From an optimization exercise on the open Yosys and OpenROAD flow, aimed at small area; shortcuts taken in it are not production practice. The RTL was checked by simulation tests, not by an equivalence proof against the original design. No activity file was given, so power comes from the tool's default toggle rates.

[design/flow/config.mk]
export PLATFORM = sky130hd
export DESIGN_NAME = game_logic_top
export DESIGN_NICKNAME = game_logic_top
export VERILOG_FILES = /design/flow/design.v
export SDC_FILE = /design/flow/constraint.sdc
export NUM_CORES = 4
export LEC_CHECK = 0
export CAP_MARGIN = 20
export CORE_MARGIN = 2
export CORE_UTILIZATION = 30
export SLEW_MARGIN = 20
[design/flow/constraint.sdc]
create_clock -name core_clock -period 10.0 [get_ports {clk}]
set_input_delay 2.0000 -clock core_clock [delete_from_list [all_inputs] [get_ports {clk}]]
set_output_delay 2.0000 -clock core_clock [all_outputs]
set_load 0.01 [all_outputs]
[design/flow/design.v]
module x_register(
	input clk,		 
	input sync,		 
	input resetn,	 
	input enable,	 
	input load_x,
	input load_direction,
	input new_direction,
	input [7:0] new_x_position,
	output reg [7:0] curr_x_position
	);
	reg direction;
	localparam X_MAX = 8'b10010000,						 
		   	   LEFT  = 1'b0,							 
		   	   RIGHT = 1'b1;
	always @(posedge clk) begin
		if (!resetn) begin					             
			curr_x_position <= 8'b0;
			direction <= 1'b1;
		end
		else begin
			if (load_x)
				curr_x_position <= new_x_position;
			else 
				curr_x_position <= curr_x_position;
			if (load_direction)
				direction <= new_direction;
			else
				direction <= direction;
			if (sync) begin							 
				if (enable) begin
					if (curr_x_position == 8'b0) begin   		 
						if (direction == LEFT)
							direction <= RIGHT;
						else
							direction <= direction;
						curr_x_position <= curr_x_position + 1'b1;
					end
					else if (curr_x_position == X_MAX) begin     
						if (direction == RIGHT)
							direction <= LEFT;
						else
							direction <= direction;
						curr_x_position <= curr_x_position - 1'b1;
					end
					else begin
						if (direction == LEFT)
							curr_x_position <= curr_x_position - 1'b1;
						else
							curr_x_position <= curr_x_position + 1'b1;
					end
				end
				else begin
					curr_x_position <= curr_x_position;
					direction <= direction;
				end
			end
		end
	end
endmodule
module y_register(
    input clk,                       
    input resetn,                    
    input load,                      
    input [6:0] new_y_position,      
    output reg [6:0] curr_y_position
    );
    localparam Y_INIT     = 7'b1101000,   
               UNIT_BLOCK = 5'b10000;     
    always @(posedge clk) begin
        if (!resetn)
            curr_y_position <= Y_INIT;
        else if (load)
            curr_y_position <= new_y_position;
        else
            curr_y_position <= curr_y_position;
    end
endmodule  
module overlap_detector(
	input clk,
	input resetn,
	input [7:0] curr_x_position,
	input [7:0] prev_x_position,
	output reg q
	);
	always @(posedge clk) begin
		if (!resetn)
			q <= 1'b0;
		else begin
			if (curr_x_position > prev_x_position) begin
				if ((curr_x_position - prev_x_position) <= 10)
					q <= 1'b1;
				else
					q <= 1'b0;
			end
			else if (prev_x_position > curr_x_position) begin
				if ((prev_x_position - curr_x_position) <= 10)
					q <= 1'b1;
				else
					q <= 1'b0;
			end
			else 
				if (prev_x_position == curr_x_position)
					q <= 1'b1;
				else
					q <= 1'b0;
		end
	end
endmodule  
module row_counter(
    input clk,
    input resetn,
    input inc_row,
    output reg [2:0] difficulty,
    output reg new_direction,
    output reg [6:0] new_y_position,
    output reg [7:0] new_x_position
    );
    reg [4:0] r;
    localparam Y_ROW_0 = 7'd104,
               Y_ROW_1 = 7'd88,
               Y_ROW_2 = 7'd72,
               Y_ROW_3 = 7'd56,
               Y_ROW_4 = 7'd40,
               Y_ROW_5 = 7'd24,
               Y_ROW_6 = 7'd8;
    localparam LOW_DIFF  = 3'd4,
               MID_DIFF  = 3'd3,
               HIGH_DIFF = 3'd2,
               MAX_DIFF  = 3'd1;
    localparam X_INIT   = 8'b0,
               X_END    = 8'd144,
               GO_LEFT  = 1'b0,
               GO_RIGHT = 1'b1;
    always @(posedge clk) begin
        if (!resetn)
            r <= 5'b0;
        else begin
            if (inc_row)
                r <= r + 1'b1;
            else
                r <= r;
        end
    end
    always @(*) begin
        case (r)
            5'd0: begin
                    new_y_position = Y_ROW_0;
                    new_x_position = X_INIT;
                    new_direction  = GO_RIGHT;
                    difficulty     = MID_DIFF;
                  end
            5'd1: begin
                    new_direction  = GO_LEFT;
                    new_x_position = X_END;
                    new_y_position = Y_ROW_1;
                    difficulty     = MID_DIFF;
                  end
            5'd2: begin
                    new_direction  = GO_RIGHT;
                    new_x_position = X_INIT;
                    new_y_position = Y_ROW_2;
                    difficulty     = MID_DIFF;
                  end
            5'd3: begin
                    new_direction  = GO_LEFT;                            
                    new_x_position = X_END;
                    new_y_position = Y_ROW_3;
                    difficulty     = MID_DIFF;
                  end
            5'd4: begin
                    new_direction  = GO_RIGHT;                            
                    new_x_position = X_INIT;
                    new_y_position = Y_ROW_4;
                    difficulty     = MID_DIFF;
                  end
            5'd5: begin
                    new_direction  = GO_LEFT;                            
                    new_x_position = X_END;
                    new_y_position = Y_ROW_5;
                    difficulty     = MID_DIFF;
                  end
            5'd6: begin
                    new_direction  = GO_RIGHT;                            
                    new_x_position = X_INIT;
                    new_y_position = Y_ROW_6;
                    difficulty     = MID_DIFF;
                  end
            default: begin
				        new_direction  = GO_RIGHT;                            
                    new_x_position = X_INIT;
						  new_y_position = Y_ROW_0;
                    difficulty     = MID_DIFF;
						end
        endcase
    end
endmodule  
module game_speed_counter(
	input clk,
	input resetn,
   input load,
   input [2:0] difficulty,
	output q
	);
	localparam D = 26'd199;
	reg [25:0] count;
	always @(posedge clk) begin
		if (!resetn)
			count <= D;
		else if (load)
			count <= difficulty * D;
		else begin
			if (count == 5'b0)
				count <= difficulty * D;
			else
				count <= count - 1'b1;
		end
	end
	assign q = ~{|count};
endmodule  
module gameplay_control(
    input  clk,
    input  resetn,
    input  s,
    input  c,
    input  p,
    input  o,
    output reg ld_x,
    output reg ld_y,
    output reg ld_d,
    output reg ld_df,
    output reg enable,
    output reg save_x,
    output reg inc_row,
    output reg inc_score,
    output reg dec_chances,
    output reg [1:0] game_status
    );
    reg [4:0] curr_state, next_state;
    localparam ROW_0_PREP = 4'd0,
               ROW_0      = 4'd1,
               ROW_0_HOLD = 4'd2,
               PREP_NEXT  = 4'd3,
               NEXT_ROW   = 4'd4,
               ROW_HOLD   = 4'd5,
               JUDGE      = 4'd6,
               ROW_FAIL   = 4'd7,
               END        = 4'd8,
					ROW_SUCCESS= 4'd9;
    always @(*) begin
        case (curr_state)
            ROW_0_PREP : next_state = ROW_0;
            ROW_0      : next_state = s ? ROW_0 : ROW_0_HOLD;
            ROW_0_HOLD : next_state = s ? ROW_SUCCESS : ROW_0_HOLD;
            PREP_NEXT  : next_state = NEXT_ROW;
            NEXT_ROW   : begin
                            if (~c)
                                next_state = END;
                            else
                                next_state = s ? NEXT_ROW : ROW_HOLD;
                         end
            ROW_HOLD   : next_state = s ? JUDGE : ROW_HOLD;
            JUDGE      : next_state = o ? ROW_SUCCESS : ROW_FAIL;
            ROW_FAIL   : next_state = NEXT_ROW;
				ROW_SUCCESS: next_state = PREP_NEXT;
				END 	     : next_state = END;
            default    : next_state = ROW_0_PREP;
        endcase
    end  
    always @(*) begin
        ld_x        = 0;                     
        ld_y        = 0;                     
        ld_d        = 0;                     
		  ld_df		  = 0;
        enable      = 0;                     
        save_x      = 0;                     
        inc_row     = 0;                     
        inc_score   = 0;                     
        dec_chances = 0;                     
        game_status = 2'b01;
        case (curr_state)
            ROW_0_PREP : begin
                            ld_x = 1'b1;
                            ld_y = 1'b1;
                            ld_d = 1'b1;
                            ld_df = 1'b1;
                         end
            ROW_0      : enable = 1'b1;
            ROW_0_HOLD : enable = 1'b1;
            PREP_NEXT  : begin
                            ld_x = 1'b1;
                            ld_y = 1'b1;
                            ld_d = 1'b1;
                            ld_df = 1'b1;
                         end
            NEXT_ROW   : enable = 1'b1;
            ROW_HOLD   : enable = 1'b1;
            ROW_FAIL   : begin
                            ld_x = 1'b1;
                            ld_y = 1'b1;
                            ld_d = 1'b1;
                            dec_chances = 1'b1;
                         end
            ROW_SUCCESS: begin
                            save_x = 1'b1;
                            inc_row = 1'b1;
                            inc_score = 1'b1;
                            dec_chances = 1'b1;
                         end
            END        : game_status = 2'b10;
			default    : game_status = 2'b10;
        endcase
    end
    always @(posedge clk) begin
        if (!resetn)
            curr_state <= ROW_0_PREP;
        else
            curr_state <= next_state;
    end
endmodule  
module gameplay_datapath(
    input clk,                           
    input resetn,                        
    input enable,                        
    input save_x,
    input ld_x,                          
    input ld_y,                          
    input ld_d,
	 input ld_df,
    input inc_row,
    input inc_score,
    input dec_chances,
    output sync,
    output o,                            
    output reg c,                        
    output [7:0] curr_x_position,        
    output [7:0] out_prev_x_position,    
    output [6:0] curr_y_position,        
    output reg [3:0] chances,
    output reg [3:0] score
    );
    wire new_direction;
    wire difficulty;
    wire [7:0] new_x_position;
    wire [6:0] new_y_position;
    reg [7:0] prev_x_position;
    assign out_prev_x_position = prev_x_position;
    localparam CHANCES = 4'b1010;
    x_register x(
        .clk(clk),
        .sync(sync),
        .resetn(resetn),
        .enable(enable),
        .load_x(ld_x),
        .load_direction(ld_d),
        .new_direction(new_direction),
        .new_x_position(new_x_position),
        .curr_x_position(curr_x_position)
    );
    y_register y(
        .clk(clk),                               
        .resetn(resetn),                         
        .load(ld_y),
        .new_y_position(new_y_position),
        .curr_y_position(curr_y_position)
    );
    overlap_detector o0(
        .clk(clk),
        .resetn(resetn),
        .curr_x_position(curr_x_position),
        .prev_x_position(prev_x_position),
        .q(o)
	);
    row_counter r0(
        .clk(clk),
        .resetn(resetn),
        .inc_row(inc_row),
        .new_y_position(new_y_position),
        .new_x_position(new_x_position),
        .new_direction(new_direction),
        .difficulty(difficulty)
    );
    game_speed_counter g0(
        .clk(clk),
        .resetn(resetn),
        .load(ld_df),
        .difficulty(difficulty),
        .q(sync)
    );
    always @(posedge clk) begin
        if (!resetn) begin
            prev_x_position <= 0;
            chances <= CHANCES;
            score <= 0;
        end
        else begin
            if (save_x)
                prev_x_position <= curr_x_position;
            else
                prev_x_position <= prev_x_position;
            if (dec_chances) begin
                if (chances > 0)
                    chances <= chances - 1'b1;
                else
                    chances <= 0;
            end
            else chances <= chances;
            if (inc_score)
                score <= score + 1'b1;         
            else
                score <= score;
            if (chances > 0)
                c <= 1;
            else
                c <= 0;
        end
    end
endmodule  
module game_logic_top(
    input clk,
    input resetn,
    input KEY,
    output sync,
    output w_o,
	output bypass_erase,
    output [7:0] prev_x,
    output [7:0] x,
    output [6:0] y,
    output [3:0] score,
    output [3:0] chances,
    output [1:0] game_status
    );
    wire w_c, w_p;
    wire w_ld_x, w_ld_y, w_ld_d, w_ld_df;
    wire w_enable, w_save_x;
    wire w_inc_row, w_inc_score, w_dec_chances;
	assign bypass_erase = w_inc_row;
    gameplay_control c0(
        .clk(clk),
        .resetn(resetn),
        .s(KEY),
        .c(w_c),
        .p(w_p),
        .o(w_o),
        .ld_x(w_ld_x),
        .ld_y(w_ld_y),
        .ld_d(w_ld_d),
		  .ld_df(w_ld_df),
        .enable(w_enable),
        .save_x(w_save_x),
        .inc_row(w_inc_row),
        .inc_score(w_inc_score),
        .dec_chances(w_dec_chances),
        .game_status(game_status)
    );
    gameplay_datapath d0(
        .clk(clk),
        .resetn(resetn),
        .enable(w_enable),
        .save_x(w_save_x),
        .ld_x(w_ld_x),
        .ld_y(w_ld_y),
        .ld_d(w_ld_d),
		  .ld_df(w_ld_df),
        .inc_row(w_inc_row),
        .inc_score(w_inc_score),
        .dec_chances(w_dec_chances),
        .sync(sync),
        .o(w_o),    
        .c(w_c),
        .curr_x_position(x),
        .out_prev_x_position(prev_x),                
        .curr_y_position(y),
        .chances(chances),
        .score(score)
    );
endmodule  
[design/flow/run.sh]
#!/bin/bash
# synth_recipe.tcl (not shown) runs the flow's synth.tcl, then flattens the netlist and writes it again
# the make line also repeats each setting of config.mk as NAME=value (left out here)
make -C /OpenROAD-flow-scripts/flow DESIGN_CONFIG=/design/flow/config.mk WORK_HOME=/design/flow/orfs CLKGATE_MAP_FILE= SYNTH_SCRIPT=/design/flow/synth_recipe.tcl finish
==> run_results.csv <==
group,metric,value,unit
status,status,"timing/DRC/antenna clean",
global_routing,overflow,0,
timing,min_period,4929,ps
final_layout,n_fill_cell,1388,
final_layout,diodes,0,
min_path,timing.hold.worst_path_depth,1,
global_routing,grt.total_usage,0.1322,
timing,maxSlewViolCount,0,
synth,synth_top_area_frac,0.3313,
min_path,min_path_type,"reg -> reg",
clock_tree,cts_buffer_depth,2,
detailed_routing,drt_iter0_drc,161,
clock_tree,cts_buffers,9,
synth,ys.flop_type,"dfxtp_1",
detailed_routing,drtAntennaViolNets,0,
timing,max_slew_margin,0.3541,
clock_tree,root_buffer,"clkbuf_16",
timing,worst_pin_slew,967.6,ps
die,die_w,123.6,µm
global_routing,grt_max_degree,28,
detailed_routing,via_per_inst,4.939,
setup_path,end_kind,"register",
synth,synth_seq_area_share,0.3383,
setup_path,r2r-start,"d0.g0.count[19]",
clock_tree,clk_latency,330,ps
clock_tree,postCtsSetupBuffers,0,
place,gp_congestion,0.9310,
die,dieArea,15270,µm²
timing,fmax,202.9,MHz
clock_tree,hold_buffers,0,
die,rows,43,
setup_path,cp_data_arrival_time,5180,ps
setup_path,start_kind,"input port",
synth,syn_area,4290,µm²
final_layout,regArea,1451,µm²
timing,setup_viol,0,
synth,synthCells,522,
detailed_routing,first_pass_iters,4,
timing,finalSetupTns,0,ps
synth,yosysMostFrequentCell,"dfxtp_1",
die,die_h,123.6,µm
clock_tree,cts_sinks,72,
setup_path,cp.required,10250,ps
die,ios,39,
min_path,hp-start,"d0.g0.count[0]",
clock_tree,htreeDepth,3,
global_routing,antenna_found_initial,0,
final_layout,multiInputGateArea,2587,µm²
setup_path,reg2regPathDepth,5,
timing,grt_setup_unrepaired,"no",
clock_tree,cts_tree,"built",
final_layout,synthToLayoutAreaGrowth,17.44,%
place,portBuffers,34,
final_layout,finalCoreUtilization,0.3616,
synth,avgSynthCellArea,8.219,µm²
synth,ys_warn_count,9,
final_layout,layout-drive-gt1-share,0.05515,
power_and_ir_drop,vdd_drop_max,81.03,µV
detailed_routing,routed_wl,9.650,mm
setup_path,worstSetupPathType,"in -> reg",
setup_path,startpoint,"resetn",
global_routing,grt_first_pass_wirelength,16.06,mm
synth,synth_common_cells,"dfxtp_1 (71), nor2_1 (67), nand2_1 (34)",
die,start_util,0.3079,
synth,netlist-cell-type-count,61,
clock_tree,cts.repair.resized,0,
detailed_routing,wl_per_cell,13.33,µm
timing,fin_crit_sh,0.4929,
clock_tree,clkTransAtPathRegs,60,ps
place,dp_hpwl,6.967,mm
job,drv.max_cap_violation_count,0,
power_and_ir_drop,cellPowerDensity,134.0,nW/µm²
synth,synth_top_area_cell,"dfxtp_1",
timing,final_hold_viol_count,0,
synth,async_reset_ff_frac,0,
setup_path,cp_max_fo,27,
detailed_routing,via_count,3576,
synth,ys_top_cells_by_area,"dfxtp_1 (33%), ha_1 (8.5%), nor2_1 (5.9%)",
synth,synth-seq-cells,72,
global_routing,grt_pass1_vias,3408,
timing,skew,4.742,ps
detailed_routing,drc,0,
synth,synth_edf_count,1,
die,coreArea,13930,µm²
final_layout,nNetsFinal,573,
power_and_ir_drop,leakage,1.869,nW
==> final timing paths <==
path                     end  slack [ps]
max          d0.g0.count[14]        5070
min reg2reg   d0.g0.count[0]         390
min           d0.g0.count[0]         390
max reg2reg  d0.g0.count[10]        7360
==> per-stage QoR <==
step | total power [W] | cell area [µm²] | setup slack, ps | hold WS (ps) | instances
3_5_place_dp | 0.0003434 | 4725 | 4693 | 379.8 | 708
5_1_grt | 0.0007031 | 5039 | 4792 | 413.6 | 724
3_3_place_gp | 0.0003423 | 4725 | 4865 | 372.5 | 708
2_1_floorplan | 0.0003340 | 4298 | 6405 | 365.6 | 524
6_report | 0.0006754 | 5039 | 5071 | 394.9 | 724
4_1_cts | 0.0006843 | 5039 | 5034 | 394.0 | 724
==> layout by cell type (no fill, tap or decap), types with 8 or more instances in the layout <==
| master | instances |
|---|---|
| mux2i_1 | 18 |
| nor2_1 | 67 |
| nand3_1 | 15 |
| ha_1 | 29 |
| nor3_1 | 20 |
| dfxtp_1 | 71 |
| inv_1 | 31 |
| xor2_1 | 13 |
| o21ai_0 | 19 |
| clkdlybuf4s50_1 | 34 |
| nand2_1 | 34 |
| xnor2_1 | 20 |
| a21oi_1 | 25 |
| clkbuf_16 | 9 |
| nand2b_1 | 8 |
| nor2b_1 | 12 |
==> per-layer routing <==
metal  part of all wire  global-route usage
met1               0.47              0.1707
met2               0.48              0.2163
met3              0.037             0.03022
met4              0.011             0.04688
met5                  0                   0
==> critical path, cell delays in order <==
cell and delay (ps):
clkdlybuf4s50_1 1050, clkinv_1 940, or3_1 930, a21oi_1 250
==> where the power goes <==
group          leakage [nW]  switching (W)  internal [W]
clock                 0.150       0.000120      0.000218
sequential            0.581     0.00000840      0.000294
combinational          1.14      0.0000225     0.0000128
total                  1.87       0.000151      0.000525
==> layout make-up <==
class | instances | area share
repair buffers | 34 | 0.06754
inverters | 32 | 0.02384
multi-input cells | 390 | 0.5135
clock inverters | 5 | 0.01614
flip-flops and latches | 72 | 0.2881
well taps | 180 | 0.04470
clock buffers | 11 | 0.04619
==> registers in the layout (all words and copies together), names as in the netlist <==
register and cells:
d0.y.curr_y_position 3, d0.prev_x_position 8, d0.score 4, c0.dec_chances 1, d0.g0.count 26, d0.o0.q 1, c0.curr_state 4, d0.c 1
game_status 2, c0.ld_y 1, c0.inc_score 1, c0.ld_df 1, d0.r0.r 5, d0.chances 4, d0.x.curr_x_position 8, d0.x.direction 1
c0.enable 1
==> cell families after synthesis <==
group	count (synthesis)	synth area share
other	2	0.001750
AO/OA/AOI/OAI	94	0.1412
multiplexers	18	0.04199
flip-flops	72	0.3383
XOR/XNOR	33	0.06737
adder cells (fa/ha/maj)	31	0.09391
buffers and inverters	62	0.06037
AND/OR/NAND/NOR	210	0.2552

[afterwards: timing with drivers on the ports]
In the flow no input, the clock included, has a driving cell. The finished layout below was timed again as built, in two steps. Step 1 (the two cells are an assumption about what drives the block):
set clk [get_ports {clk}]
set_driving_cell -lib_cell sky130_fd_sc_hd__clkbuf_16 $clk
set_driving_cell -lib_cell sky130_fd_sc_hd__buf_2 [delete_from_list [all_inputs] $clk]
Step 2 adds t to the input delays and takes it off the output delays; t is the mean of the earliest and latest rising clock arrival at the registers after step 1. Input paths then give back, and output paths get back, about the clock's delay inside the block. Slacks: ideal / step 1 / step 2; pairs: ideal / step 1.
t, ns: 0.366
setup slack, ns: 5.071 / 5.087 / 4.720
worst setup path at the end: input to register
After both steps setup and hold are still met in this run. For this run, drivers alone change the setup slack by +0.016 ns; drivers and shift together by -0.351 ns.
